This design comes from an exercise in tuning for small area, a short achievable clock period and few clock cycles per item on the open sky130 flow, not from production work. Function was not checked in any run shown here: the RTL went through the layout flow alone.

==> flow/design.v, too long to show whole: its modules and the start of the top module <==
// module aes_sbox: 141 lines
// module aes_sbox_n: 141 lines
// module subbytes: 18 lines
// module shiftrows_addkey: 134 lines
// module mixcolumns: 456 lines
// module g_xor2: 1 lines
// module g_xnor2: 1 lines
// module g_nand2: 1 lines
// module g_nor2: 1 lines
// module g_nand2b: 1 lines
// module g_mux2i: 1 lines
// module mux128_n: 135 lines
// module aes_addkey: 272 lines
// module aes_datapath: 11 lines
// module key_expansion: 280 lines
// module key_sbox: 6 lines
// module aes_controller: 13 lines
// module aes_top: 45 lines
module aes_top (
    input          clk,
    input          rst_n,
    input          start,
    input  [127:0] plaintext,
    input  [127:0] cipher_key,
    output [127:0] ciphertext,
    output         done
);
  // ...
==> flow/run.sh <==
#!/bin/bash
# synth_recipe.tcl (not shown) runs the flow's synth.tcl, then flattens the netlist and writes it again
# the make line also repeats each setting of config.mk as NAME=value (left out here)
make -C /OpenROAD-flow-scripts/flow DESIGN_CONFIG=/design/flow/config.mk WORK_HOME=/design/flow/orfs CLKGATE_MAP_FILE= SYNTH_SCRIPT=/design/flow/synth_recipe.tcl finish
==> flow/config.mk <==
export PLATFORM = sky130hd
export DESIGN_NAME = aes_top
export DESIGN_NICKNAME = aes_top
export VERILOG_FILES = /design/flow/design.v
export SDC_FILE = /design/flow/constraint.sdc
export NUM_CORES = 8
export LEC_CHECK = 0
export ABC_AREA = 0
export CAP_MARGIN = 5
export CORE_MARGIN = 2
export CORE_UTILIZATION = 40
export SLEW_MARGIN = 5
export SYNTH_HIERARCHICAL = 1
export SYNTH_MINIMUM_KEEP_SIZE = 0
==> flow/constraint.sdc <==
create_clock -name core_clock -period 7.0 [get_ports {clk}]
set_input_delay 1.4000 -clock core_clock [delete_from_list [all_inputs] [get_ports {clk}]]
set_output_delay 1.4000 -clock core_clock [all_outputs]
set_load 0.01 [all_outputs]
==> notes.md, run 1 <==
* Seq area share at 12.79%
* Hpwl dp at approximately 120 mm
* Inverters at 1
* Multi-input gate share of total cell area at 68.08%
* First-pass GRT wire length at between 150 and 200 mm
* Row count at 110
* Primary FF master, synth: dfxtp_1
* Fill cells at 8,606
* Routed Antenna Nets at 0
* Multi-input logic area at 0.03183 mm^2
* Slew Limit Fails at 0
* Worst Setup End Kind: register
* Most common cell in the netlist: xor2_1
* Via count at 28,268
* Met1 Wirelength at 61.71 mm
* GRT Residual Overflow at 0
* Clock buffer cells at 56
* DRT Pass-1 Iters at 7
* 1st-iter DRT viols at 1,670
* Status: timing/DRC/antenna clean
* Dpl ws at roughly 0.22 ns
* Metal2 WL at 58.67 mm
* Met1 Use GR at 38.01%
* GR peak layer: met2
* Share of layout cells above drive strength 1 at 12.22%
* Largest family of logic cells by synthesized area: XOR/XNOR gates
* Initial antenna violation count at 6
* Post-route clock period utilization at 94.11%
* Final instance area at 0.04675 mm^2
* Uppermost layer routed: met5
* Post-Synthesis Cell Area at 0.03613 mm^2
* Reg-to-Reg End: r_q[90]$_DFF_P_
* Worst reg2reg path startpoint: r_q[103]$_DFF_P_
* Worst hold stages at 2
* Non-clock buffers at 677
* Arrival @ worst endpoint at 7.07 ns
* Number of synthesized flops with an enable pin at 0
* Synth Area in Simple Gates at under 10%
==> inputs of run 2 (changes only) <==
--- a/flow/config.mk
+++ b/flow/config.mk
@@ -6,9 +6,10 @@
 export NUM_CORES = 8
 export LEC_CHECK = 0
 export ABC_AREA = 0
-export CAP_MARGIN = 5
+export CAP_MARGIN = 20
 export CORE_MARGIN = 2
 export CORE_UTILIZATION = 40
-export SLEW_MARGIN = 5
+export CTS_BUF_LIST = sky130_fd_sc_hd__clkbuf_4 sky130_fd_sc_hd__clkbuf_8
+export SLEW_MARGIN = 20
 export SYNTH_HIERARCHICAL = 1
 export SYNTH_MINIMUM_KEEP_SIZE = 0
==> run 2 against run 1 <==
  * Still clean on timing, DRC and antenna
  * Synthesized cell count is the same
  * Via count is 0.15% lower
  * Core utilization up 0.098 points
  * Flip-flop and latch count is the same
  * Critical path depth unchanged
  * Highest routed layer unchanged
==> notes.md, run 2 <==
* Primary FF master, synth: dfxtp_1 (unchanged)
* Worst reg2reg path startpoint: r_q[103]$_DFF_P_ (unchanged)
* Post-Synthesis Cell Area at 0.03613 mm^2 (unchanged)
* Row count at 110 (unchanged)
* Mapped Cells at 4,083 (unchanged)
* Slew Limit Fails at 0 (unchanged)
* First-pass GRT wire length at 191.9 mm (was 191.4 mm)
* Max Clk Rate at 151.4 MHz (was 151.8 MHz)
* Arrival @ worst endpoint at 7.18 ns (was 7.07 ns)
* Crit path max fanout at 5 (unchanged)
* Top-level I/O count at 388 (unchanged)
* Post-route clock period utilization at 94.35% (was 94.11%)
* I/O Buffers at 387 (unchanged)
* Synth warn at 7 (unchanged)
* DRT Pass-1 Iters at 5 (was 7)
* Final wirelength at 133.2 mm (was 133.3 mm)
* Largest cells by area after synthesis: xor2_1 54%, dfxtp_1 16%, xnor2_1 15% (unchanged)
* Max Cap Viol at 0 (unchanged)
* GRT Residual Overflow at 0 (unchanged)
* CTS buffer count at 58 (was 39)
* Core ar. at 0.08974 mm^2 (unchanged)
* Worst Setup End Kind: register (unchanged)
* Clock transition at path regs at 0.06 ns (about the same)
* Share of layout cells above drive strength 1 at 12.96% (was 12.22%)
* Die area at 0.09274 mm^2 (unchanged)
* Worst hold slack at 0.4894 ns (was 0.4891 ns)
* Routed Antenna Nets at 0 (unchanged)
* Commonest cells after routing, fill and taps aside: 2,076 x xor2_1, 613 x nand2_1, 547 x xnor2_1, 387 x clkdlybuf4s50_1, 296 x dfxtp_1 (unchanged)
* Worst hold stages at 2 (unchanged)
* Fill cells at 8,599 (was 8,606)
* CP Launch Type: register (unchanged)
* Synth top area share at 54.11% (unchanged)
* Number of global-route vias before repair at 29,374 (was 29,126)
* CTS root buf: clkbuf_8 (was clkbuf_16)
* Number of synthesized flops with an enable pin at 0 (unchanged)
* FF+latch count, synth at 298 (unchanged)
* Crit path kind: register to register (unchanged)
* TritonCTS clock tree: done (unchanged)
* Routed length per instance at 22.03 um (was 22.19 um)
* Largest net degree at the start of global routing at 38 (unchanged)
* Clk sinks at 298 (unchanged)
* Period minus WS final at 6.604 ns (was 6.588 ns)
* HP Class: register to register (unchanged)
* Biggest registers after layout: kn_q: 128 flops, r_q: 128 flops, s_q: 32 flops (unchanged)
* FFs w/ async S/R, synth at 0.6711% (unchanged)
* 1st-iter DRT viols at 1,663 (was 1,670)
* Most common cell after layout, fill and taps aside: xor2_1 (unchanged)
* Worst Reg2Reg Path Length in Cells at 21 (unchanged)
* Clock H-tree levels at 2 (unchanged)
* Average cell area after synthesis at 8.848 um^2 (unchanged)
* Area delta synth->final at 29.64% (was 29.39%)
* Hpwl dp at 116.2 mm (unchanged)
* Overall routing resource usage at 28.06% (was 28.02%)
* Synth unique cells at 16 (unchanged)
* FF-to-FF setup slack at 0.40 ns (was 0.41 ns)
* Yosys top cell by area: xor2_1 (unchanged)
* Hold-fix buffers at CTS at 0 (unchanged)
* Clk latency of the worst-skew pair at 0.68 ns (was 0.57 ns)
* Drt drc at 0 (unchanged)
* Hold path start: done_q$_DFF_PN0_ (unchanged)
* Final nets at 5,078 (was 5,059)
* Seq/Total Area, Yosys at 16.54% (unchanged)
* Synth top cells by count: 2,232 x xor2_1, 632 x nand2_1, 603 x xnor2_1 (unchanged)
* Util after Layout at 52.19% (was 52.09%)
* Clk buf depth at 3 (unchanged)
* Worst Clk Skew at 0.04260 ns (was 0.02313 ns)
* Post-Syn Nets at 4,342 (unchanged)
* Max-slew headroom at 22.79% (was 22.47%)
* Hold endpoint: idle$_DFF_PN1_ (unchanged)
* Status: timing/DRC/antenna clean (unchanged)
* Final hold violations at 0 (unchanged)
* RSZ-0062 raised after global routing: false (unchanged)
* Most common cell in the netlist: xor2_1 (unchanged)
* Die Ht at 304.5 um (unchanged)
* Die W at 304.5 um (unchanged)
* Crit path required time at 7.58 ns (was 7.48 ns)
* Initial antenna violation count at 7 (was 6)
* Initial core utilization at 40.26% (unchanged)
* Reg-to-Reg End: r_q[66]$_DFF_P_ (was r_q[90]$_DFF_P_)
* Via count at 28,227 (was 28,268)
* Final setup violation count at 0 (unchanged)
* Worst-Margin Slew at 1.154 ns (was 1.159 ns)
* Placer's final routability congestion estimate at 0.9747 (unchanged)
* Drt via density at 4.670 (was 4.707)
## run 2: cell counts after synthesis
Identical to the previous run, type by type.
## run 2: metal layers
metal  global-route usage (%)  part of all wire, %  up-vias
met5                        0                0.048        -
met4                    12.49                  4.9       10
met2                    44.36                   44      739
met3                    4.228                  4.8      191
met1                    37.77                   46    13325
li1                         -                    -    13962
## run 2: worst max path at each step
| stage | from | slack, ns | endpoint | cells after the start |
|---|---|---|---|---|
| floorplan | idle$_DFF_PN1_ | -0.44 | s_q[10]$_DFF_P_ | 17 |
| global placement | cipher_key[108] | 0.18 | r_q[106]$_DFF_P_ | 18 |
| detailed placement | cipher_key[44] | 0.22 | r_q[42]$_DFF_P_ | 19 |
| CTS | r_q[103]$_DFF_P_ | 0.47 | r_q[66]$_DFF_P_ | 21 |
| global route | r_q[7]$_DFF_P_ | 0.04 | r_q[118]$_DFF_P_ | 20 |
| finish | r_q[103]$_DFF_P_ | 0.40 | r_q[66]$_DFF_P_ | 21 |
## run 2: timing repair
item / CTS / global route
setup endpoints to repair: 0 / 1
setup buffers: 0 / 0
resized for setup: 0 / 1
## run 2: modules after synthesis (local to each module, per instance), excerpt
| module | flops+latches | area [um^2] |
|---|---|---|
| aes_top | 298 | 5977 |
| g_nand2 | 0 | 3.754 |
| g_xnor2 | 0 | 8.758 |
| g_mux2i | 0 | 10.01 |
| aes_controller | 0 | 111.4 |
| g_xor2 | 0 | 8.758 |
| g_nand2b | 0 | 6.256 |
## run 2: cells by family after synthesis
kind of cell / Yosys count / synth area share (%)
simple gates: 691 / 7.581
buf+inv: 2 / 0.02422
flops: 298 / 16.54
xor+xnor: 2835 / 68.73
mux: 257 / 7.121
## run 2: layout make-up
| cell class | instances | area (um^2) | area share (%) |
|---|---|---|---|
| tap | 1176 | 1471 | 3.142 |
| inverter | 1 | 3.754 | 0.008015 |
| antenna | 1 | 2.502 | 0.005343 |
| clock buffer | 88 | 1155 | 2.466 |
| clock inverter | 20 | 294.0 | 0.6278 |
| timing repair buffer | 677 | 6101 | 13.03 |
| multi-input combinational | 3783 | 31830 | 67.95 |
| sequential | 298 | 5981 | 12.77 |
## run 2: critical path, cell delays in order, from the launching register on
cell and delay, ns:
dfxtp_1 0.70, xor2_1 0.65, xor2_1 0.16, xor2_1 0.17
mux2i_1 0.39, xor2_1 0.49, xor2_2 0.31, xor2_1 0.29
xor2_1 0.30, nand2_1 0.11, xor2_1 0.17, xor2_1 0.24
xor2_2 0.32, xor2_1 0.29, nand2_1 0.14, xnor2_2 0.27
xor2_1 0.34, nand2_1 0.22, xor2_1 0.24, xnor2_2 0.31
xor2_1 0.21, xor2_1 0.21
## run 2: metrics by stage
step / std cells / TNS [ns] / setup WS, ns / instance area [um^2]
after floorplan: 4083 / -20.93 / -0.4363 / 37810
after global placement: 5935 / 0 / 0.1849 / 45370
after detailed placement: 5935 / 0 / 0.2176 / 45370
after CTS: 6043 / 0 / 0.4678 / 46820
after global routing: 6044 / 0 / 0.03527 / 46830
final: 6044 / 0 / 0.3956 / 46830
==> module aes_sbox, before the edit <==
module aes_sbox(
    input [7:0] a,
    output [7:0] y
);
  wire n1, n2, n3, n4, n5, n6, n7, n8, n9, n10, n11, n12, n13, n14, n15, n16;
  wire n17, n18, n19, n20, n21, n22, n23, n24, n25, n26, n27, n28, n29, n30, n31, n32;
  wire n33, n34, n35, n36, n37, n38, n39, n40, n41, n42, n43, n44, n45, n46, n47, n48;
  wire n49, n50, n51, n52, n53, n54, n55, n56, n57, n58, n59, n60, n61, n62, n63, n64;
  wire n65, n66, n67, n68, n69, n70, n71, n72, n73, n74, n75, n76, n77, n78, n79, n80;
  wire n81, n82, n83, n84, n85, n86, n87, n88, n89, n90, n91, n92, n93, n94, n95, n96;
  wire n97, n98, n99, n100, n101, n102, n103, n104, n105, n106, n107, n108, n109, n110, n111, n112;
  wire n113, n114, n115, n116, n117, n118, n119, n120;
  g_xor2 un1 (.a(a[7]), .b(a[4]), .y(n1));
  g_xor2 un2 (.a(a[7]), .b(a[2]), .y(n2));
  g_xor2 un3 (.a(a[7]), .b(a[1]), .y(n3));
  g_xor2 un4 (.a(a[4]), .b(a[2]), .y(n4));
  g_xor2 un5 (.a(a[3]), .b(a[1]), .y(n5));
  g_xor2 un6 (.a(n1), .b(n5), .y(n6));
  g_xor2 un7 (.a(a[6]), .b(a[5]), .y(n7));
  g_xor2 un8 (.a(a[0]), .b(n6), .y(n8));
  g_xor2 un9 (.a(a[0]), .b(n7), .y(n9));
  g_xor2 un10 (.a(n6), .b(n7), .y(n10));
  g_xor2 un11 (.a(a[6]), .b(a[2]), .y(n11));
  g_xor2 un12 (.a(a[5]), .b(a[2]), .y(n12));
  g_xor2 un13 (.a(n3), .b(n4), .y(n13));
  g_xor2 un14 (.a(n6), .b(n11), .y(n14));
  g_xor2 un15 (.a(n5), .b(n11), .y(n15));
  g_xor2 un16 (.a(n5), .b(n12), .y(n16));
  g_xor2 un17 (.a(n9), .b(n16), .y(n17));
  g_xor2 un18 (.a(a[4]), .b(a[0]), .y(n18));
  g_xor2 un19 (.a(n7), .b(n18), .y(n19));
  g_xor2 un20 (.a(n1), .b(n19), .y(n20));
  g_xor2 un21 (.a(a[1]), .b(a[0]), .y(n21));
  g_xor2 un22 (.a(n7), .b(n21), .y(n22));
  g_xor2 un23 (.a(n2), .b(n22), .y(n23));
  g_xor2 un24 (.a(n2), .b(n10), .y(n24));
  g_xor2 un25 (.a(n20), .b(n17), .y(n25));
  g_xor2 un26 (.a(n3), .b(n16), .y(n26));
  g_xor2 un27 (.a(n1), .b(n12), .y(n27));
  g_nand2 un28 (.a(n13), .b(n6), .y(n28));
  g_nand2 un29 (.a(n23), .b(n8), .y(n29));
  g_xnor2 un30 (.a(n14), .b(n28), .y(n30));
  g_nand2 un31 (.a(n19), .b(a[0]), .y(n31));
  g_xor2 un32 (.a(n31), .b(n28), .y(n32));
  g_nand2 un33 (.a(n3), .b(n16), .y(n33));
  g_nand2 un34 (.a(n22), .b(n9), .y(n34));
  g_xnor2 un35 (.a(n26), .b(n33), .y(n35));
  g_nand2 un36 (.a(n20), .b(n17), .y(n36));
  g_xor2 un37 (.a(n36), .b(n33), .y(n37));
  g_nand2 un38 (.a(n1), .b(n15), .y(n38));
  g_nand2 un39 (.a(n4), .b(n27), .y(n39));
  g_xor2 un40 (.a(n39), .b(n38), .y(n40));
  g_nand2 un41 (.a(n2), .b(n10), .y(n41));
  g_xor2 un42 (.a(n41), .b(n38), .y(n42));
  g_xnor2 un43 (.a(n30), .b(n29), .y(n43));
  g_xor2 un44 (.a(n32), .b(n24), .y(n44));
  g_xnor2 un45 (.a(n35), .b(n34), .y(n45));
  g_xor2 un46 (.a(n37), .b(n42), .y(n46));
  g_xor2 un47 (.a(n43), .b(n40), .y(n47));
  g_xor2 un48 (.a(n44), .b(n42), .y(n48));
  g_xor2 un49 (.a(n45), .b(n40), .y(n49));
  g_xor2 un50 (.a(n46), .b(n25), .y(n50));
  g_xor2 un51 (.a(n49), .b(n50), .y(n51));
  g_nand2 un52 (.a(n49), .b(n47), .y(n52));
  g_xnor2 un53 (.a(n48), .b(n52), .y(n53));
  g_xor2 un54 (.a(n47), .b(n48), .y(n54));
  g_xnor2 un55 (.a(n50), .b(n52), .y(n55));
  g_nand2 un56 (.a(n55), .b(n54), .y(n56));
  g_nand2 un57 (.a(n53), .b(n51), .y(n57));
  g_nand2 un58 (.a(n47), .b(n50), .y(n58));
  g_nand2b un59 (.a(n54), .b(n58), .y(n59));
  g_xnor2 un60 (.a(n54), .b(n52), .y(n60));
  g_nand2 un61 (.a(n48), .b(n49), .y(n61));
  g_nand2b un62 (.a(n51), .b(n61), .y(n62));
  g_xnor2 un63 (.a(n51), .b(n52), .y(n63));
  g_xnor2 un64 (.a(n48), .b(n56), .y(n64));
  g_xnor2 un65 (.a(n59), .b(n60), .y(n65));
  g_xnor2 un66 (.a(n50), .b(n57), .y(n66));
  g_xnor2 un67 (.a(n62), .b(n63), .y(n67));
  g_xor2 un68 (.a(n65), .b(n67), .y(n68));
  g_xor2 un69 (.a(n64), .b(n66), .y(n69));
  g_xor2 un70 (.a(n64), .b(n65), .y(n70));
  g_xor2 un71 (.a(n66), .b(n67), .y(n71));
  g_xor2 un72 (.a(n69), .b(n68), .y(n72));
  g_nand2 un73 (.a(n71), .b(n6), .y(n73));
  g_nand2 un74 (.a(n67), .b(n8), .y(n74));
  g_nand2 un75 (.a(n66), .b(a[0]), .y(n75));
  g_nand2 un76 (.a(n70), .b(n16), .y(n76));
  g_nand2 un77 (.a(n65), .b(n9), .y(n77));
  g_nand2 un78 (.a(n64), .b(n17), .y(n78));
  g_nand2 un79 (.a(n69), .b(n15), .y(n79));
  g_nand2 un80 (.a(n72), .b(n27), .y(n80));
  g_nand2 un81 (.a(n68), .b(n10), .y(n81));
  g_nand2 un82 (.a(n71), .b(n13), .y(n82));
  g_nand2 un83 (.a(n67), .b(n23), .y(n83));
  g_nand2 un84 (.a(n66), .b(n19), .y(n84));
  g_nand2 un85 (.a(n70), .b(n3), .y(n85));
  g_nand2 un86 (.a(n65), .b(n22), .y(n86));
  g_nand2 un87 (.a(n64), .b(n20), .y(n87));
  g_nand2 un88 (.a(n69), .b(n1), .y(n88));
  g_nand2 un89 (.a(n72), .b(n4), .y(n89));
  g_nand2 un90 (.a(n68), .b(n2), .y(n90));
  g_xor2 un91 (.a(n88), .b(n89), .y(n91));
  g_xor2 un92 (.a(n77), .b(n83), .y(n92));
  g_xor2 un93 (.a(n73), .b(n75), .y(n93));
  g_xor2 un94 (.a(n74), .b(n82), .y(n94));
  g_xor2 un95 (.a(n81), .b(n85), .y(n95));
  g_xor2 un96 (.a(n76), .b(n88), .y(n96));
  g_xnor2 un97 (.a(n89), .b(n96), .y(n97));
  g_xnor2 un98 (.a(n73), .b(n94), .y(n98));
  g_xor2 un99 (.a(n78), .b(n86), .y(n99));
  g_xor2 un100 (.a(n79), .b(n80), .y(n100));
  g_xnor2 un101 (.a(n80), .b(n95), .y(n101));
  g_xnor2 un102 (.a(n87), .b(n93), .y(n102));
  g_xor2 un103 (.a(n75), .b(n78), .y(n103));
  g_xnor2 un104 (.a(n77), .b(n91), .y(n104));
  g_xor2 un105 (.a(n79), .b(n88), .y(n105));
  g_xnor2 un106 (.a(n82), .b(n92), .y(n106));
  g_xnor2 un107 (.a(n83), .b(n91), .y(n107));
  g_xnor2 un108 (.a(n84), .b(n92), .y(n108));
  g_xnor2 un109 (.a(n85), .b(n99), .y(n109));
  g_xnor2 un110 (.a(n90), .b(n95), .y(n110));
  g_xor2 un111 (.a(n91), .b(n92), .y(n111));
  g_xor2 un112 (.a(n92), .b(n98), .y(n112));
  g_xor2 un113 (.a(n94), .b(n103), .y(n113));
  g_xor2 un114 (.a(n109), .b(n93), .y(n114));
  g_xor2 un115 (.a(n106), .b(n100), .y(n115));
  g_xor2 un116 (.a(n97), .b(n101), .y(n116));
  g_xor2 un117 (.a(n98), .b(n100), .y(n117));
  g_xor2 un118 (.a(n99), .b(n101), .y(n118));
  g_xor2 un119 (.a(n102), .b(n105), .y(n119));
  g_xor2 un120 (.a(n102), .b(n108), .y(n120));
  g_xor2 un121 (.a(n97), .b(n115), .y(y[7]));
  g_xnor2 un122 (.a(n107), .b(n117), .y(y[6]));
  g_xnor2 un123 (.a(n110), .b(n119), .y(y[5]));
  g_xor2 un124 (.a(n97), .b(n112), .y(y[4]));
  g_xor2 un125 (.a(n111), .b(n113), .y(y[3]));
  g_xor2 un126 (.a(n116), .b(n120), .y(y[2]));
  g_xnor2 un127 (.a(n104), .b(n118), .y(y[1]));
  g_xnor2 un128 (.a(n97), .b(n114), .y(y[0]));
endmodule
==> module aes_sbox_n, before the edit <==
module aes_sbox_n(
    input [7:0] a,
    output [7:0] y
);
  wire n1, n2, n3, n4, n5, n6, n7, n8, n9, n10, n11, n12, n13, n14, n15, n16;
  wire n17, n18, n19, n20, n21, n22, n23, n24, n25, n26, n27, n28, n29, n30, n31, n32;
  wire n33, n34, n35, n36, n37, n38, n39, n40, n41, n42, n43, n44, n45, n46, n47, n48;
  wire n49, n50, n51, n52, n53, n54, n55, n56, n57, n58, n59, n60, n61, n62, n63, n64;
  wire n65, n66, n67, n68, n69, n70, n71, n72, n73, n74, n75, n76, n77, n78, n79, n80;
  wire n81, n82, n83, n84, n85, n86, n87, n88, n89, n90, n91, n92, n93, n94, n95, n96;
  wire n97, n98, n99, n100, n101, n102, n103, n104, n105, n106, n107, n108, n109, n110, n111, n112;
  wire n113, n114, n115, n116, n117, n118, n119, n120;
  g_xor2 un1 (.a(a[7]), .b(a[4]), .y(n1));
  g_xor2 un2 (.a(a[7]), .b(a[2]), .y(n2));
  g_xor2 un3 (.a(a[7]), .b(a[1]), .y(n3));
  g_xor2 un4 (.a(a[4]), .b(a[2]), .y(n4));
  g_xor2 un5 (.a(a[3]), .b(a[1]), .y(n5));
  g_xor2 un6 (.a(n1), .b(n5), .y(n6));
  g_xor2 un7 (.a(a[6]), .b(a[5]), .y(n7));
  g_xnor2 un8 (.a(a[0]), .b(n6), .y(n8));
  g_xnor2 un9 (.a(a[0]), .b(n7), .y(n9));
  g_xor2 un10 (.a(n6), .b(n7), .y(n10));
  g_xor2 un11 (.a(a[6]), .b(a[2]), .y(n11));
  g_xor2 un12 (.a(a[5]), .b(a[2]), .y(n12));
  g_xor2 un13 (.a(n3), .b(n4), .y(n13));
  g_xor2 un14 (.a(n6), .b(n11), .y(n14));
  g_xor2 un15 (.a(n5), .b(n11), .y(n15));
  g_xor2 un16 (.a(n5), .b(n12), .y(n16));
  g_xor2 un17 (.a(n9), .b(n16), .y(n17));
  g_xor2 un18 (.a(a[4]), .b(a[0]), .y(n18));
  g_xor2 un19 (.a(n7), .b(n18), .y(n19));
  g_xor2 un20 (.a(n1), .b(n19), .y(n20));
  g_xor2 un21 (.a(a[1]), .b(a[0]), .y(n21));
  g_xor2 un22 (.a(n7), .b(n21), .y(n22));
  g_xor2 un23 (.a(n2), .b(n22), .y(n23));
  g_xor2 un24 (.a(n2), .b(n10), .y(n24));
  g_xor2 un25 (.a(n20), .b(n17), .y(n25));
  g_xor2 un26 (.a(n3), .b(n16), .y(n26));
  g_xor2 un27 (.a(n1), .b(n12), .y(n27));
  g_nand2 un28 (.a(n13), .b(n6), .y(n28));
  g_nand2 un29 (.a(n23), .b(n8), .y(n29));
  g_xnor2 un30 (.a(n14), .b(n28), .y(n30));
  g_nand2b un31 (.a(n19), .b(a[0]), .y(n31));
  g_xor2 un32 (.a(n31), .b(n28), .y(n32));
  g_nand2 un33 (.a(n3), .b(n16), .y(n33));
  g_nand2 un34 (.a(n22), .b(n9), .y(n34));
  g_xnor2 un35 (.a(n26), .b(n33), .y(n35));
  g_nand2 un36 (.a(n20), .b(n17), .y(n36));
  g_xor2 un37 (.a(n36), .b(n33), .y(n37));
  g_nand2 un38 (.a(n1), .b(n15), .y(n38));
  g_nand2 un39 (.a(n4), .b(n27), .y(n39));
  g_xor2 un40 (.a(n39), .b(n38), .y(n40));
  g_nand2 un41 (.a(n2), .b(n10), .y(n41));
  g_xor2 un42 (.a(n41), .b(n38), .y(n42));
  g_xnor2 un43 (.a(n30), .b(n29), .y(n43));
  g_xor2 un44 (.a(n32), .b(n24), .y(n44));
  g_xnor2 un45 (.a(n35), .b(n34), .y(n45));
  g_xor2 un46 (.a(n37), .b(n42), .y(n46));
  g_xor2 un47 (.a(n43), .b(n40), .y(n47));
  g_xor2 un48 (.a(n44), .b(n42), .y(n48));
  g_xor2 un49 (.a(n45), .b(n40), .y(n49));
  g_xor2 un50 (.a(n46), .b(n25), .y(n50));
  g_xor2 un51 (.a(n49), .b(n50), .y(n51));
  g_nand2 un52 (.a(n49), .b(n47), .y(n52));
  g_xnor2 un53 (.a(n48), .b(n52), .y(n53));
  g_xor2 un54 (.a(n47), .b(n48), .y(n54));
  g_xnor2 un55 (.a(n50), .b(n52), .y(n55));
  g_nand2 un56 (.a(n55), .b(n54), .y(n56));
  g_nand2 un57 (.a(n53), .b(n51), .y(n57));
  g_nand2 un58 (.a(n47), .b(n50), .y(n58));
  g_nand2b un59 (.a(n54), .b(n58), .y(n59));
  g_xnor2 un60 (.a(n54), .b(n52), .y(n60));
  g_nand2 un61 (.a(n48), .b(n49), .y(n61));
  g_nand2b un62 (.a(n51), .b(n61), .y(n62));
  g_xnor2 un63 (.a(n51), .b(n52), .y(n63));
  g_xnor2 un64 (.a(n48), .b(n56), .y(n64));
  g_xnor2 un65 (.a(n59), .b(n60), .y(n65));
  g_xnor2 un66 (.a(n50), .b(n57), .y(n66));
  g_xnor2 un67 (.a(n62), .b(n63), .y(n67));
  g_xor2 un68 (.a(n65), .b(n67), .y(n68));
  g_xor2 un69 (.a(n64), .b(n66), .y(n69));
  g_xor2 un70 (.a(n64), .b(n65), .y(n70));
  g_xor2 un71 (.a(n66), .b(n67), .y(n71));
  g_xor2 un72 (.a(n69), .b(n68), .y(n72));
  g_nand2 un73 (.a(n71), .b(n6), .y(n73));
  g_nand2 un74 (.a(n67), .b(n8), .y(n74));
  g_nand2b un75 (.a(n66), .b(a[0]), .y(n75));
  g_nand2 un76 (.a(n70), .b(n16), .y(n76));
  g_nand2 un77 (.a(n65), .b(n9), .y(n77));
  g_nand2 un78 (.a(n64), .b(n17), .y(n78));
  g_nand2 un79 (.a(n69), .b(n15), .y(n79));
  g_nand2 un80 (.a(n72), .b(n27), .y(n80));
  g_nand2 un81 (.a(n68), .b(n10), .y(n81));
  g_nand2 un82 (.a(n71), .b(n13), .y(n82));
  g_nand2 un83 (.a(n67), .b(n23), .y(n83));
  g_nand2 un84 (.a(n66), .b(n19), .y(n84));
  g_nand2 un85 (.a(n70), .b(n3), .y(n85));
  g_nand2 un86 (.a(n65), .b(n22), .y(n86));
  g_nand2 un87 (.a(n64), .b(n20), .y(n87));
  g_nand2 un88 (.a(n69), .b(n1), .y(n88));
  g_nand2 un89 (.a(n72), .b(n4), .y(n89));
  g_nand2 un90 (.a(n68), .b(n2), .y(n90));
  g_xor2 un91 (.a(n88), .b(n89), .y(n91));
  g_xor2 un92 (.a(n77), .b(n83), .y(n92));
  g_xor2 un93 (.a(n73), .b(n75), .y(n93));
  g_xor2 un94 (.a(n74), .b(n82), .y(n94));
  g_xor2 un95 (.a(n81), .b(n85), .y(n95));
  g_xor2 un96 (.a(n76), .b(n88), .y(n96));
  g_xnor2 un97 (.a(n89), .b(n96), .y(n97));
  g_xnor2 un98 (.a(n73), .b(n94), .y(n98));
  g_xor2 un99 (.a(n78), .b(n86), .y(n99));
  g_xor2 un100 (.a(n79), .b(n80), .y(n100));
  g_xnor2 un101 (.a(n80), .b(n95), .y(n101));
  g_xnor2 un102 (.a(n87), .b(n93), .y(n102));
  g_xor2 un103 (.a(n75), .b(n78), .y(n103));
  g_xnor2 un104 (.a(n77), .b(n91), .y(n104));
  g_xor2 un105 (.a(n79), .b(n88), .y(n105));
  g_xnor2 un106 (.a(n82), .b(n92), .y(n106));
  g_xnor2 un107 (.a(n83), .b(n91), .y(n107));
  g_xnor2 un108 (.a(n84), .b(n92), .y(n108));
  g_xnor2 un109 (.a(n85), .b(n99), .y(n109));
  g_xnor2 un110 (.a(n90), .b(n95), .y(n110));
  g_xor2 un111 (.a(n91), .b(n92), .y(n111));
  g_xor2 un112 (.a(n92), .b(n98), .y(n112));
  g_xor2 un113 (.a(n94), .b(n103), .y(n113));
  g_xor2 un114 (.a(n109), .b(n93), .y(n114));
  g_xor2 un115 (.a(n106), .b(n100), .y(n115));
  g_xor2 un116 (.a(n97), .b(n101), .y(n116));
  g_xor2 un117 (.a(n98), .b(n100), .y(n117));
  g_xor2 un118 (.a(n99), .b(n101), .y(n118));
  g_xor2 un119 (.a(n102), .b(n105), .y(n119));
  g_xor2 un120 (.a(n102), .b(n108), .y(n120));
  g_xor2 un121 (.a(n97), .b(n115), .y(y[7]));
  g_xnor2 un122 (.a(n107), .b(n117), .y(y[6]));
  g_xnor2 un123 (.a(n110), .b(n119), .y(y[5]));
  g_xor2 un124 (.a(n97), .b(n112), .y(y[4]));
  g_xor2 un125 (.a(n111), .b(n113), .y(y[3]));
  g_xor2 un126 (.a(n116), .b(n120), .y(y[2]));
  g_xnor2 un127 (.a(n104), .b(n118), .y(y[1]));
  g_xnor2 un128 (.a(n97), .b(n114), .y(y[0]));
endmodule
==> inputs of run 3 (changes only) <==
--- a/flow/design.v
+++ b/flow/design.v
@@ -1,3 +1,26 @@
+module gf16_inv(input [3:0] a, output reg [8:0] y);
+  always @(*) begin
+    case (a)
+      4'h0: y = 9'h000;
+      4'h1: y = 9'h03c;
+      4'h2: y = 9'h198;
+      4'h3: y = 9'h1a4;
+      4'h4: y = 9'h033;
+      4'h5: y = 9'h0ca;
+      4'h6: y = 9'h197;
+      4'h7: y = 9'h0f6;
+      4'h8: y = 9'h152;
+      4'h9: y = 9'h15d;
+      4'ha: y = 9'h0c5;
+      4'hb: y = 9'h16e;
+      4'hc: y = 9'h161;
+      4'hd: y = 9'h0f9;
+      4'he: y = 9'h1ab;
+      4'hf: y = 9'h00f;
+      default: y = 9'h000;
+    endcase
+  end
+endmodule
 module aes_sbox(
     input [7:0] a,
     output [7:0] y
@@ -8,8 +31,7 @@
   wire n49, n50, n51, n52, n53, n54, n55, n56, n57, n58, n59, n60, n61, n62, n63, n64;
   wire n65, n66, n67, n68, n69, n70, n71, n72, n73, n74, n75, n76, n77, n78, n79, n80;
   wire n81, n82, n83, n84, n85, n86, n87, n88, n89, n90, n91, n92, n93, n94, n95, n96;
-  wire n97, n98, n99, n100, n101, n102, n103, n104, n105, n106, n107, n108, n109, n110, n111, n112;
-  wire n113, n114, n115, n116, n117, n118, n119, n120;
+  wire n97, n98, n99, n100, n101, n102, n103, n104, n105, n106, n107;
   g_xor2 un1 (.a(a[7]), .b(a[4]), .y(n1));
   g_xor2 un2 (.a(a[7]), .b(a[2]), .y(n2));
   g_xor2 un3 (.a(a[7]), .b(a[1]), .y(n3));
@@ -60,84 +82,63 @@
   g_xor2 un48 (.a(n44), .b(n42), .y(n48));
   g_xor2 un49 (.a(n45), .b(n40), .y(n49));
   g_xor2 un50 (.a(n46), .b(n25), .y(n50));
-  g_xor2 un51 (.a(n49), .b(n50), .y(n51));
-  g_nand2 un52 (.a(n49), .b(n47), .y(n52));
-  g_xnor2 un53 (.a(n48), .b(n52), .y(n53));
-  g_xor2 un54 (.a(n47), .b(n48), .y(n54));
-  g_xnor2 un55 (.a(n50), .b(n52), .y(n55));
-  g_nand2 un56 (.a(n55), .b(n54), .y(n56));
-  g_nand2 un57 (.a(n53), .b(n51), .y(n57));
-  g_nand2 un58 (.a(n47), .b(n50), .y(n58));
-  g_nand2b un59 (.a(n54), .b(n58), .y(n59));
-  g_xnor2 un60 (.a(n54), .b(n52), .y(n60));
-  g_nand2 un61 (.a(n48), .b(n49), .y(n61));
-  g_nand2b un62 (.a(n51), .b(n61), .y(n62));
-  g_xnor2 un63 (.a(n51), .b(n52), .y(n63));
-  g_xnor2 un64 (.a(n48), .b(n56), .y(n64));
-  g_xnor2 un65 (.a(n59), .b(n60), .y(n65));
-  g_xnor2 un66 (.a(n50), .b(n57), .y(n66));
-  g_xnor2 un67 (.a(n62), .b(n63), .y(n67));
-  g_xor2 un68 (.a(n65), .b(n67), .y(n68));
-  g_xor2 un69 (.a(n64), .b(n66), .y(n69));
-  g_xor2 un70 (.a(n64), .b(n65), .y(n70));
-  g_xor2 un71 (.a(n66), .b(n67), .y(n71));
-  g_xor2 un72 (.a(n69), .b(n68), .y(n72));
-  g_nand2 un73 (.a(n71), .b(n6), .y(n73));
-  g_nand2 un74 (.a(n67), .b(n8), .y(n74));
-  g_nand2 un75 (.a(n66), .b(a[0]), .y(n75));
-  g_nand2 un76 (.a(n70), .b(n16), .y(n76));
-  g_nand2 un77 (.a(n65), .b(n9), .y(n77));
-  g_nand2 un78 (.a(n64), .b(n17), .y(n78));
-  g_nand2 un79 (.a(n69), .b(n15), .y(n79));
-  g_nand2 un80 (.a(n72), .b(n27), .y(n80));
-  g_nand2 un81 (.a(n68), .b(n10), .y(n81));
-  g_nand2 un82 (.a(n71), .b(n13), .y(n82));
-  g_nand2 un83 (.a(n67), .b(n23), .y(n83));
-  g_nand2 un84 (.a(n66), .b(n19), .y(n84));
-  g_nand2 un85 (.a(n70), .b(n3), .y(n85));
-  g_nand2 un86 (.a(n65), .b(n22), .y(n86));
-  g_nand2 un87 (.a(n64), .b(n20), .y(n87));
-  g_nand2 un88 (.a(n69), .b(n1), .y(n88));
-  g_nand2 un89 (.a(n72), .b(n4), .y(n89));
-  g_nand2 un90 (.a(n68), .b(n2), .y(n90));
-  g_xor2 un91 (.a(n88), .b(n89), .y(n91));
-  g_xor2 un92 (.a(n77), .b(n83), .y(n92));
-  g_xor2 un93 (.a(n73), .b(n75), .y(n93));
-  g_xor2 un94 (.a(n74), .b(n82), .y(n94));
-  g_xor2 un95 (.a(n81), .b(n85), .y(n95));
-  g_xor2 un96 (.a(n76), .b(n88), .y(n96));
-  g_xnor2 un97 (.a(n89), .b(n96), .y(n97));
-  g_xnor2 un98 (.a(n73), .b(n94), .y(n98));
-  g_xor2 un99 (.a(n78), .b(n86), .y(n99));
-  g_xor2 un100 (.a(n79), .b(n80), .y(n100));
-  g_xnor2 un101 (.a(n80), .b(n95), .y(n101));
-  g_xnor2 un102 (.a(n87), .b(n93), .y(n102));
-  g_xor2 un103 (.a(n75), .b(n78), .y(n103));
-  g_xnor2 un104 (.a(n77), .b(n91), .y(n104));
-  g_xor2 un105 (.a(n79), .b(n88), .y(n105));
-  g_xnor2 un106 (.a(n82), .b(n92), .y(n106));
-  g_xnor2 un107 (.a(n83), .b(n91), .y(n107));
-  g_xnor2 un108 (.a(n84), .b(n92), .y(n108));
-  g_xnor2 un109 (.a(n85), .b(n99), .y(n109));
-  g_xnor2 un110 (.a(n90), .b(n95), .y(n110));
-  g_xor2 un111 (.a(n91), .b(n92), .y(n111));
-  g_xor2 un112 (.a(n92), .b(n98), .y(n112));
-  g_xor2 un113 (.a(n94), .b(n103), .y(n113));
-  g_xor2 un114 (.a(n109), .b(n93), .y(n114));
-  g_xor2 un115 (.a(n106), .b(n100), .y(n115));
-  g_xor2 un116 (.a(n97), .b(n101), .y(n116));
-  g_xor2 un117 (.a(n98), .b(n100), .y(n117));
-  g_xor2 un118 (.a(n99), .b(n101), .y(n118));
-  g_xor2 un119 (.a(n102), .b(n105), .y(n119));
-  g_xor2 un120 (.a(n102), .b(n108), .y(n120));
-  g_xor2 un121 (.a(n97), .b(n115), .y(y[7]));
-  g_xnor2 un122 (.a(n107), .b(n117), .y(y[6]));
-  g_xnor2 un123 (.a(n110), .b(n119), .y(y[5]));
-  g_xor2 un124 (.a(n97), .b(n112), .y(y[4]));
-  g_xor2 un125 (.a(n111), .b(n113), .y(y[3]));
-  g_xor2 un126 (.a(n116), .b(n120), .y(y[2]));
-  g_xnor2 un127 (.a(n104), .b(n118), .y(y[1]));
-  g_xnor2 un128 (.a(n97), .b(n114), .y(y[0]));
+  gf16_inv un51 (.a({n47, n48, n49, n50}), .y({n59, n58, n57, n56, n55, n54, n53, n52, n51}));
+  g_nand2 un60 (.a(n58), .b(n6), .y(n60));
+  g_nand2 un61 (.a(n54), .b(n8), .y(n61));
+  g_nand2 un62 (.a(n53), .b(a[0]), .y(n62));
+  g_nand2 un63 (.a(n57), .b(n16), .y(n63));
+  g_nand2 un64 (.a(n52), .b(n9), .y(n64));
+  g_nand2 un65 (.a(n51), .b(n17), .y(n65));
+  g_nand2 un66 (.a(n56), .b(n15), .y(n66));
+  g_nand2 un67 (.a(n59), .b(n27), .y(n67));
+  g_nand2 un68 (.a(n55), .b(n10), .y(n68));
+  g_nand2 un69 (.a(n58), .b(n13), .y(n69));
+  g_nand2 un70 (.a(n54), .b(n23), .y(n70));
+  g_nand2 un71 (.a(n53), .b(n19), .y(n71));
+  g_nand2 un72 (.a(n57), .b(n3), .y(n72));
+  g_nand2 un73 (.a(n52), .b(n22), .y(n73));
+  g_nand2 un74 (.a(n51), .b(n20), .y(n74));
+  g_nand2 un75 (.a(n56), .b(n1), .y(n75));
+  g_nand2 un76 (.a(n59), .b(n4), .y(n76));
+  g_nand2 un77 (.a(n55), .b(n2), .y(n77));
+  g_xor2 un78 (.a(n75), .b(n76), .y(n78));
+  g_xor2 un79 (.a(n64), .b(n70), .y(n79));
+  g_xor2 un80 (.a(n60), .b(n62), .y(n80));
+  g_xor2 un81 (.a(n61), .b(n69), .y(n81));
+  g_xor2 un82 (.a(n68), .b(n72), .y(n82));
+  g_xor2 un83 (.a(n63), .b(n75), .y(n83));
+  g_xnor2 un84 (.a(n76), .b(n83), .y(n84));
+  g_xnor2 un85 (.a(n60), .b(n81), .y(n85));
+  g_xor2 un86 (.a(n65), .b(n73), .y(n86));
+  g_xor2 un87 (.a(n66), .b(n67), .y(n87));
+  g_xnor2 un88 (.a(n67), .b(n82), .y(n88));
+  g_xnor2 un89 (.a(n74), .b(n80), .y(n89));
+  g_xor2 un90 (.a(n62), .b(n65), .y(n90));
+  g_xnor2 un91 (.a(n64), .b(n78), .y(n91));
+  g_xor2 un92 (.a(n66), .b(n75), .y(n92));
+  g_xnor2 un93 (.a(n69), .b(n79), .y(n93));
+  g_xnor2 un94 (.a(n70), .b(n78), .y(n94));
+  g_xnor2 un95 (.a(n71), .b(n79), .y(n95));
+  g_xnor2 un96 (.a(n72), .b(n86), .y(n96));
+  g_xnor2 un97 (.a(n77), .b(n82), .y(n97));
+  g_xor2 un98 (.a(n78), .b(n79), .y(n98));
+  g_xor2 un99 (.a(n79), .b(n85), .y(n99));
+  g_xor2 un100 (.a(n81), .b(n90), .y(n100));
+  g_xor2 un101 (.a(n96), .b(n80), .y(n101));
+  g_xor2 un102 (.a(n93), .b(n87), .y(n102));
+  g_xor2 un103 (.a(n84), .b(n88), .y(n103));
+  g_xor2 un104 (.a(n85), .b(n87), .y(n104));
+  g_xor2 un105 (.a(n86), .b(n88), .y(n105));
+  g_xor2 un106 (.a(n89), .b(n92), .y(n106));
+  g_xor2 un107 (.a(n89), .b(n95), .y(n107));
+  g_xor2 un108 (.a(n84), .b(n102), .y(y[7]));
+  g_xnor2 un109 (.a(n94), .b(n104), .y(y[6]));
+  g_xnor2 un110 (.a(n97), .b(n106), .y(y[5]));
+  g_xor2 un111 (.a(n84), .b(n99), .y(y[4]));
+  g_xor2 un112 (.a(n98), .b(n100), .y(y[3]));
+  g_xor2 un113 (.a(n103), .b(n107), .y(y[2]));
+  g_xnor2 un114 (.a(n91), .b(n105), .y(y[1]));
+  g_xnor2 un115 (.a(n84), .b(n101), .y(y[0]));
 endmodule
 module aes_sbox_n(
     input [7:0] a,
@@ -149,8 +150,7 @@
   wire n49, n50, n51, n52, n53, n54, n55, n56, n57, n58, n59, n60, n61, n62, n63, n64;
   wire n65, n66, n67, n68, n69, n70, n71, n72, n73, n74, n75, n76, n77, n78, n79, n80;
   wire n81, n82, n83, n84, n85, n86, n87, n88, n89, n90, n91, n92, n93, n94, n95, n96;
-  wire n97, n98, n99, n100, n101, n102, n103, n104, n105, n106, n107, n108, n109, n110, n111, n112;
-  wire n113, n114, n115, n116, n117, n118, n119, n120;
+  wire n97, n98, n99, n100, n101, n102, n103, n104, n105, n106, n107;
   g_xor2 un1 (.a(a[7]), .b(a[4]), .y(n1));
   g_xor2 un2 (.a(a[7]), .b(a[2]), .y(n2));
   g_xor2 un3 (.a(a[7]), .b(a[1]), .y(n3));
@@ -201,84 +201,63 @@
   g_xor2 un48 (.a(n44), .b(n42), .y(n48));
   g_xor2 un49 (.a(n45), .b(n40), .y(n49));
   g_xor2 un50 (.a(n46), .b(n25), .y(n50));
-  g_xor2 un51 (.a(n49), .b(n50), .y(n51));
-  g_nand2 un52 (.a(n49), .b(n47), .y(n52));
-  g_xnor2 un53 (.a(n48), .b(n52), .y(n53));
-  g_xor2 un54 (.a(n47), .b(n48), .y(n54));
-  g_xnor2 un55 (.a(n50), .b(n52), .y(n55));
-  g_nand2 un56 (.a(n55), .b(n54), .y(n56));
-  g_nand2 un57 (.a(n53), .b(n51), .y(n57));
-  g_nand2 un58 (.a(n47), .b(n50), .y(n58));
-  g_nand2b un59 (.a(n54), .b(n58), .y(n59));
-  g_xnor2 un60 (.a(n54), .b(n52), .y(n60));
-  g_nand2 un61 (.a(n48), .b(n49), .y(n61));
-  g_nand2b un62 (.a(n51), .b(n61), .y(n62));
-  g_xnor2 un63 (.a(n51), .b(n52), .y(n63));
-  g_xnor2 un64 (.a(n48), .b(n56), .y(n64));
-  g_xnor2 un65 (.a(n59), .b(n60), .y(n65));
-  g_xnor2 un66 (.a(n50), .b(n57), .y(n66));
-  g_xnor2 un67 (.a(n62), .b(n63), .y(n67));
-  g_xor2 un68 (.a(n65), .b(n67), .y(n68));
-  g_xor2 un69 (.a(n64), .b(n66), .y(n69));
-  g_xor2 un70 (.a(n64), .b(n65), .y(n70));
-  g_xor2 un71 (.a(n66), .b(n67), .y(n71));
-  g_xor2 un72 (.a(n69), .b(n68), .y(n72));
-  g_nand2 un73 (.a(n71), .b(n6), .y(n73));
-  g_nand2 un74 (.a(n67), .b(n8), .y(n74));
-  g_nand2b un75 (.a(n66), .b(a[0]), .y(n75));
-  g_nand2 un76 (.a(n70), .b(n16), .y(n76));
-  g_nand2 un77 (.a(n65), .b(n9), .y(n77));
-  g_nand2 un78 (.a(n64), .b(n17), .y(n78));
-  g_nand2 un79 (.a(n69), .b(n15), .y(n79));
-  g_nand2 un80 (.a(n72), .b(n27), .y(n80));
-  g_nand2 un81 (.a(n68), .b(n10), .y(n81));
-  g_nand2 un82 (.a(n71), .b(n13), .y(n82));
-  g_nand2 un83 (.a(n67), .b(n23), .y(n83));
-  g_nand2 un84 (.a(n66), .b(n19), .y(n84));
-  g_nand2 un85 (.a(n70), .b(n3), .y(n85));
-  g_nand2 un86 (.a(n65), .b(n22), .y(n86));
-  g_nand2 un87 (.a(n64), .b(n20), .y(n87));
-  g_nand2 un88 (.a(n69), .b(n1), .y(n88));
-  g_nand2 un89 (.a(n72), .b(n4), .y(n89));
-  g_nand2 un90 (.a(n68), .b(n2), .y(n90));
-  g_xor2 un91 (.a(n88), .b(n89), .y(n91));
-  g_xor2 un92 (.a(n77), .b(n83), .y(n92));
-  g_xor2 un93 (.a(n73), .b(n75), .y(n93));
-  g_xor2 un94 (.a(n74), .b(n82), .y(n94));
-  g_xor2 un95 (.a(n81), .b(n85), .y(n95));
-  g_xor2 un96 (.a(n76), .b(n88), .y(n96));
-  g_xnor2 un97 (.a(n89), .b(n96), .y(n97));
-  g_xnor2 un98 (.a(n73), .b(n94), .y(n98));
-  g_xor2 un99 (.a(n78), .b(n86), .y(n99));
-  g_xor2 un100 (.a(n79), .b(n80), .y(n100));
-  g_xnor2 un101 (.a(n80), .b(n95), .y(n101));
-  g_xnor2 un102 (.a(n87), .b(n93), .y(n102));
-  g_xor2 un103 (.a(n75), .b(n78), .y(n103));
-  g_xnor2 un104 (.a(n77), .b(n91), .y(n104));
-  g_xor2 un105 (.a(n79), .b(n88), .y(n105));
-  g_xnor2 un106 (.a(n82), .b(n92), .y(n106));
-  g_xnor2 un107 (.a(n83), .b(n91), .y(n107));
-  g_xnor2 un108 (.a(n84), .b(n92), .y(n108));
-  g_xnor2 un109 (.a(n85), .b(n99), .y(n109));
-  g_xnor2 un110 (.a(n90), .b(n95), .y(n110));
-  g_xor2 un111 (.a(n91), .b(n92), .y(n111));
-  g_xor2 un112 (.a(n92), .b(n98), .y(n112));
-  g_xor2 un113 (.a(n94), .b(n103), .y(n113));
-  g_xor2 un114 (.a(n109), .b(n93), .y(n114));
-  g_xor2 un115 (.a(n106), .b(n100), .y(n115));
-  g_xor2 un116 (.a(n97), .b(n101), .y(n116));
-  g_xor2 un117 (.a(n98), .b(n100), .y(n117));
-  g_xor2 un118 (.a(n99), .b(n101), .y(n118));
-  g_xor2 un119 (.a(n102), .b(n105), .y(n119));
-  g_xor2 un120 (.a(n102), .b(n108), .y(n120));
-  g_xor2 un121 (.a(n97), .b(n115), .y(y[7]));
-  g_xnor2 un122 (.a(n107), .b(n117), .y(y[6]));
-  g_xnor2 un123 (.a(n110), .b(n119), .y(y[5]));
-  g_xor2 un124 (.a(n97), .b(n112), .y(y[4]));
-  g_xor2 un125 (.a(n111), .b(n113), .y(y[3]));
-  g_xor2 un126 (.a(n116), .b(n120), .y(y[2]));
-  g_xnor2 un127 (.a(n104), .b(n118), .y(y[1]));
-  g_xnor2 un128 (.a(n97), .b(n114), .y(y[0]));
+  gf16_inv un51 (.a({n47, n48, n49, n50}), .y({n59, n58, n57, n56, n55, n54, n53, n52, n51}));
+  g_nand2 un60 (.a(n58), .b(n6), .y(n60));
+  g_nand2 un61 (.a(n54), .b(n8), .y(n61));
+  g_nand2b un62 (.a(n53), .b(a[0]), .y(n62));
+  g_nand2 un63 (.a(n57), .b(n16), .y(n63));
+  g_nand2 un64 (.a(n52), .b(n9), .y(n64));
+  g_nand2 un65 (.a(n51), .b(n17), .y(n65));
+  g_nand2 un66 (.a(n56), .b(n15), .y(n66));
+  g_nand2 un67 (.a(n59), .b(n27), .y(n67));
+  g_nand2 un68 (.a(n55), .b(n10), .y(n68));
+  g_nand2 un69 (.a(n58), .b(n13), .y(n69));
+  g_nand2 un70 (.a(n54), .b(n23), .y(n70));
+  g_nand2 un71 (.a(n53), .b(n19), .y(n71));
+  g_nand2 un72 (.a(n57), .b(n3), .y(n72));
+  g_nand2 un73 (.a(n52), .b(n22), .y(n73));
+  g_nand2 un74 (.a(n51), .b(n20), .y(n74));
+  g_nand2 un75 (.a(n56), .b(n1), .y(n75));
+  g_nand2 un76 (.a(n59), .b(n4), .y(n76));
+  g_nand2 un77 (.a(n55), .b(n2), .y(n77));
+  g_xor2 un78 (.a(n75), .b(n76), .y(n78));
+  g_xor2 un79 (.a(n64), .b(n70), .y(n79));
+  g_xor2 un80 (.a(n60), .b(n62), .y(n80));
+  g_xor2 un81 (.a(n61), .b(n69), .y(n81));
+  g_xor2 un82 (.a(n68), .b(n72), .y(n82));
+  g_xor2 un83 (.a(n63), .b(n75), .y(n83));
+  g_xnor2 un84 (.a(n76), .b(n83), .y(n84));
+  g_xnor2 un85 (.a(n60), .b(n81), .y(n85));
+  g_xor2 un86 (.a(n65), .b(n73), .y(n86));
+  g_xor2 un87 (.a(n66), .b(n67), .y(n87));
+  g_xnor2 un88 (.a(n67), .b(n82), .y(n88));
+  g_xnor2 un89 (.a(n74), .b(n80), .y(n89));
+  g_xor2 un90 (.a(n62), .b(n65), .y(n90));
+  g_xnor2 un91 (.a(n64), .b(n78), .y(n91));
+  g_xor2 un92 (.a(n66), .b(n75), .y(n92));
+  g_xnor2 un93 (.a(n69), .b(n79), .y(n93));
+  g_xnor2 un94 (.a(n70), .b(n78), .y(n94));
+  g_xnor2 un95 (.a(n71), .b(n79), .y(n95));
+  g_xnor2 un96 (.a(n72), .b(n86), .y(n96));
+  g_xnor2 un97 (.a(n77), .b(n82), .y(n97));
+  g_xor2 un98 (.a(n78), .b(n79), .y(n98));
+  g_xor2 un99 (.a(n79), .b(n85), .y(n99));
+  g_xor2 un100 (.a(n81), .b(n90), .y(n100));
+  g_xor2 un101 (.a(n96), .b(n80), .y(n101));
+  g_xor2 un102 (.a(n93), .b(n87), .y(n102));
+  g_xor2 un103 (.a(n84), .b(n88), .y(n103));
+  g_xor2 un104 (.a(n85), .b(n87), .y(n104));
+  g_xor2 un105 (.a(n86), .b(n88), .y(n105));
+  g_xor2 un106 (.a(n89), .b(n92), .y(n106));
+  g_xor2 un107 (.a(n89), .b(n95), .y(n107));
+  g_xor2 un108 (.a(n84), .b(n102), .y(y[7]));
+  g_xnor2 un109 (.a(n94), .b(n104), .y(y[6]));
+  g_xnor2 un110 (.a(n97), .b(n106), .y(y[5]));
+  g_xor2 un111 (.a(n84), .b(n99), .y(y[4]));
+  g_xor2 un112 (.a(n98), .b(n100), .y(y[3]));
+  g_xor2 un113 (.a(n103), .b(n107), .y(y[2]));
+  g_xnor2 un114 (.a(n91), .b(n105), .y(y[1]));
+  g_xnor2 un115 (.a(n84), .b(n101), .y(y[0]));
 endmodule
 module subbytes(input [127:0] in_state, output [127:0] out_state);
   aes_sbox s0 (.a(in_state[127:120]), .y(out_state[127:120]));
--- a/flow/config.mk
+++ b/flow/config.mk
@@ -9,7 +9,6 @@
 export CAP_MARGIN = 20
 export CORE_MARGIN = 2
 export CORE_UTILIZATION = 40
-export CTS_BUF_LIST = sky130_fd_sc_hd__clkbuf_4 sky130_fd_sc_hd__clkbuf_8
 export SLEW_MARGIN = 20
 export SYNTH_HIERARCHICAL = 1
 export SYNTH_MINIMUM_KEEP_SIZE = 0
==> run 3 against run 2 <==
  * Via count rose by 7.3%
  * First-iteration DRC count rose by 38%
  * Still clean on timing, DRC and antenna
  * Largest cell class unchanged
  * Worst hold slack worse by 0.010 ns
  * Register-to-register slack improved by 0.27 ns
  * Fmax rose by 4.2%
  * Global-route usage rose by 0.64 points
  * Critical path type unchanged
  * Sequential share of layout area decreased by 0.95 points
  * Die area up 8.9%
  * Synthesized cell count rose by 3.9%
  * Flip-flop and latch count did not move
==> notes.md, run 3 <==
* Status: timing/DRC/antenna clean (unchanged)
* Number of synthesized flops with an enable pin at 0 (unchanged)
* Final hold violations at 0 (unchanged)
* Initial core utilization at 40.19% (was 40.26%)
* Drt drc at 0 (unchanged)
* Slew Limit Fails at 0 (unchanged)
* Area delta synth->final at 28.45% (was 29.64%)
* Multi-input logic area at 0.03517 mm^2 (was 0.03183 mm^2)
* Post-route clock period utilization at 90.53% (was 94.35%)
* Synth top cells by count: 2,092 x xor2_1, 552 x nand2_1, 443 x xnor2_1 (was 2,232 x xor2_1, 632 x nand2_1, 603 x xnor2_1)
* Clk sinks at 298 (unchanged)
* CTS root buf: clkbuf_16 (was clkbuf_8)
* Clock H-tree levels at 2 (unchanged)
* Crit path required time at 7.50 ns (was 7.58 ns)
* First-pass GRT wire length at 212.5 mm (was 191.9 mm)
* Largest net degree at the start of global routing at 56 (was 38)
* DRT Pass-1 Iters at 5 (unchanged)
* Crit path kind: register to register (unchanged)
* Max-slew headroom at 31.04% (was 22.79%)
* Hold-fix buffers at CTS at 0 (unchanged)
* Antenna cells at 0 (was 1)
* Dpl ws at 0.4118 ns (was 0.2176 ns)
* CP delay by family, top: XOR/XNOR gates (unchanged)
* Commonest cells after routing, fill and taps aside: 1,864 x xor2_1, 456 x nand2_1, 387 x xnor2_1, 387 x clkdlybuf4s50_1, 296 x dfxtp_1 (was 2,076 x xor2_1, 613 x nand2_1, 547 x xnor2_1, 387 x clkdlybuf4s50_1, 296 x dfxtp_1)
* Seq/Total Area, Yosys at 15.18% (was 16.54%)
* Die W at 317.8 um (was 304.5 um)
* Final wirelength at 147.8 mm (was 133.2 mm)
* Die area at 0.1010 mm^2 (was 0.09274 mm^2)
* CP Launch Type: register (unchanged)
* Most common cell after layout, fill and taps aside: xor2_1 (unchanged)
* GRT Residual Overflow at 0 (unchanged)
* Clock transition at path regs at 0.06 ns (about the same)
* FF+latch count, synth at 298 (unchanged)
* Row count at 115 (was 110)
* Routed length per instance at 23.86 um (was 22.03 um)
* Arrival @ worst endpoint at 6.84 ns (was 7.18 ns)
* Worst-Margin Slew at 1.031 ns (was 1.154 ns)
* Setup TNS at 0 ns (unchanged)
* Via count at 30,292 (was 28,227)
* Clk buf depth at 3 (unchanged)
* I/O Buffers at 387 (unchanged)
* Synth warn at 8 (was 7)
* Fill cells at 9,161 (was 8,599)
* Delay of the slowest critical-path stage at 0.65 ns (was 0.70 ns)
* HP Class: register to register (unchanged)
* Yosys top cell by area: xor2_1 (unchanged)
* Routed Antenna Nets at 0 (unchanged)
* Post-Synthesis Cell Area at 0.03938 mm^2 (was 0.03613 mm^2)
* Post-cts resize count at 0 (unchanged)
* Area post-placement at 0.04918 mm^2 (was 0.04537 mm^2)
* Primary FF master, synth: dfxtp_1 (unchanged)
* Initial antenna violation count at 4 (was 7)
* Max Clk Rate at 157.8 MHz (was 151.4 MHz)
* Most common cell in the netlist: xor2_1 (unchanged)
* Worst path most repeated cell: xor2_1 (unchanged)
* Final setup violation count at 0 (unchanged)
* Mapped Cells at 4,243 (was 4,083)
* Crit path max fanout at 6 (was 5)
* Hpwl dp at 128.1 mm (was 116.2 mm)
* Postcts setup bufs at 0 (unchanged)
* 1st-iter DRT viols at 2,288 (was 1,663)
* TritonCTS clock tree: done (unchanged)
* Final nets at 5,276 (was 5,078)
* Fin worst setup slack at 0.6631 ns (was 0.3956 ns)
* Die Ht at 317.8 um (was 304.5 um)
* Final instance area at 0.05058 mm^2 (was 0.04683 mm^2)
* Dpl cells at 6,121 (was 5,935)
* Clk latency of the worst-skew pair at 0.60 ns (was 0.68 ns)
* Core ar. at 0.09799 mm^2 (was 0.08974 mm^2)
* Register area at 0.005981 mm^2 (unchanged)
* Worst Clk Skew at 0.02910 ns (was 0.04260 ns)
* CTS buffer count at 41 (was 58)
* Synth unique cells at 24 (was 16)
* Largest cells by area after synthesis: xor2_1 47%, dfxtp_1 15%, xnor2_1 9.9% (was xor2_1 54%, dfxtp_1 16%, xnor2_1 15%)
* Synth top area share at 46.53% (was 54.11%)
* Cell with the largest stage delay on the worst path: dfxtp_1 (unchanged)
* Crit path buf inv count at 2 (was 0)
* Cell Count, Final, Fillers Out at 6,197 (was 6,044)
* FFs w/ async S/R, synth at 0.6711% (unchanged)
* Max Cap Viol at 0 (unchanged)
* Average cell area after synthesis at 9.281 um^2 (was 8.848 um^2)
* Share of layout cells above drive strength 1 at 17.54% (was 12.96%)
* Worst Setup End Kind: register (unchanged)
* Overall routing resource usage at 28.71% (was 28.06%)
* CP cell instances: xor2_1 -> buf_4 -> xor2_1 -> xor2_1 -> mux2i_1 -> xor2_1 -> xor2_2 -> xor2_1 -> xor2_1 -> nand2_1 -> xor2_1 -> xor2_1 -> xor2_2 -> inv_2 -> ha_4 -> mux4_2 -> nand2_2 -> xor2_2 -> xnor2_1 -> xor2_1 -> xor2_1 (was xor2_1 -> xor2_1 -> xor2_1 -> mux2i_1 -> xor2_1 -> xor2_2 -> xor2_1 -> xor2_1 -> nand2_1 -> xor2_1 -> xor2_1 -> xor2_2 -> xor2_1 -> nand2_1 -> xnor2_2 -> xor2_1 -> nand2_1 -> xor2_1 -> xnor2_2 -> xor2_1 -> xor2_1)
* Number of global-route vias before repair at 31,045 (was 29,374)
* Drt via density at 4.888 (was 4.670)
* Biggest registers after layout: kn_q: 128 flops, r_q: 128 flops, s_q: 32 flops (unchanged)
* RSZ-0062 raised after global routing: false (unchanged)
* Post-Syn Nets at 4,642 (was 4,342)
* Placer's final routability congestion estimate at 0.9839 (was 0.9747)
* Top-level I/O count at 388 (unchanged)
* Period minus WS final at 6.337 ns (was 6.604 ns)
## run 3: worst paths after layout
kind                               endpoint  depth (start not counted)        startpoint  slack [ns]
max in group asynchronous    idle$_DFF_PN1_                          1             rst_n        5.82
hold / removal               idle$_DFF_PN1_                          2  done_q$_DFF_PN0_        0.48
setup reg to reg            r_q[68]$_DFF_P_                         21  r_q[103]$_DFF_P_        0.66
min in group asynchronous  done_q$_DFF_PN0_                          1             rst_n        0.97
setup / recovery            r_q[68]$_DFF_P_                         21  r_q[103]$_DFF_P_        0.66
hold reg to reg              idle$_DFF_PN1_                          2  done_q$_DFF_PN0_        0.48
## run 3: kinds of logic (layout without fill, tap and decap cells)
| family | after synthesis | after routing | share of synthesized area, % |
|---|---|---|---|
| buffers and inverters | 202 | 869 | 2.818 |
| adder cells (fa/ha/maj) | 140 | 140 | 4.448 |
| AND/OR/NAND/NOR | 591 | 591 | 5.875 |
| flip-flops | 298 | 298 | 15.18 |
| AO/OA/AOI/OAI | 100 | 100 | 1.525 |
| XOR/XNOR | 2535 | 2535 | 56.38 |
| multiplexers | 377 | 377 | 13.78 |
## run 3: area by class of cell
class,instances,area share [%]
inverters,161,1.294
clock inverters,27,0.5665
multi-input cells,3743,69.53
clock buffers,49,2.206
repair buffers,632,11.39
well taps,1287,3.184
flip-flops and latches,298,11.82
## run 3: worst register-to-register path, stage by stage (launching register included)
cell	delay (ns)
dfxtp_1	0.65
xor2_1	0.19
buf_4	0.18
xor2_1	0.17
xor2_1	0.55
mux2i_1	0.18
xor2_1	0.45
xor2_2	0.31
xor2_1	0.41
xor2_1	0.33
nand2_1	0.11
xor2_1	0.18
xor2_1	0.24
xor2_2	0.33
inv_2	0.12
ha_4	0.28
mux4_2	0.52
nand2_2	0.14
xor2_2	0.21
xnor2_1	0.22
xor2_1	0.23
xor2_1	0.25
## run 3: metrics by stage
| step | hold WS [ns] | utilization (%) |
|---|---|---|
| CTS | 0.4840 | 51.62 |
| detailed placement | 0.4754 | 50.19 |
| floorplan | 0.4689 | - |
| global route | 0.5046 | 51.62 |
| finish | 0.4791 | 51.62 |
| global placement | 0.4707 | 50.19 |
## run 3: modules after synthesis (local to each module, per instance), excerpt
module | flip-flops and latches | cells inside | times used | area (um^2)
g_nand2b | 0 | 1 | 8 | 6.256
g_mux2i | 0 | 1 | 256 | 10.01
g_xor2 | 0 | 1 | 2092 | 8.758
gf16_inv | 0 | 30 | 20 | 325.3
aes_controller | 0 | 17 | 1 | 111.4
aes_top | 298 | 298 | 1 | 5977
g_xnor2 | 0 | 1 | 440 | 8.758
g_nand2 | 0 | 1 | 532 | 3.754
## run 3: per-layer routing
metal	global-route usage [%]	wire (um)	share of wire, %	vias up
met4	12.47	7424	5.0	2
met2	45.30	65620	44	884
met5	0	9	0.0061	-
met3	3.337	7197	4.9	182
met1	39.53	67590	46	14693
li1	-	-	-	14531

## port drivers added, routing unchanged
The flow's constraints put no driver on any port. The routed layouts listed below were extracted and timed again, unchanged, in two steps.
Step 1 sets driving cells, clkbuf_16 on the clock port and buf_2 on the other inputs (assumed; they add their load-dependent delay and slew).
Step 2 times the ports against the registers' clock, not the clock port: input delays grow and output delays shrink by t, the midpoint of the rising clock arrivals with the driver on.
Three values: ideal ports, drivers, drivers and shift; two values: the first two.
run	t (ns)	setup WS [ns]	hold slack, ns
run 1	0.627	0.412 / 0.412 / 0.108	0.489 / 0.489 / 0.489
run 2	0.726	0.396 / 0.396 / 0.103	0.489 / 0.489 / 0.489
run 3	0.659	0.663 / 0.663 / 0.218	0.479 / 0.479 / 0.479
After both steps every run listed still meets setup and hold. For run 3, which loses most, drivers alone change the setup slack by 0.000 ns; drivers and shift together by -0.445 ns.
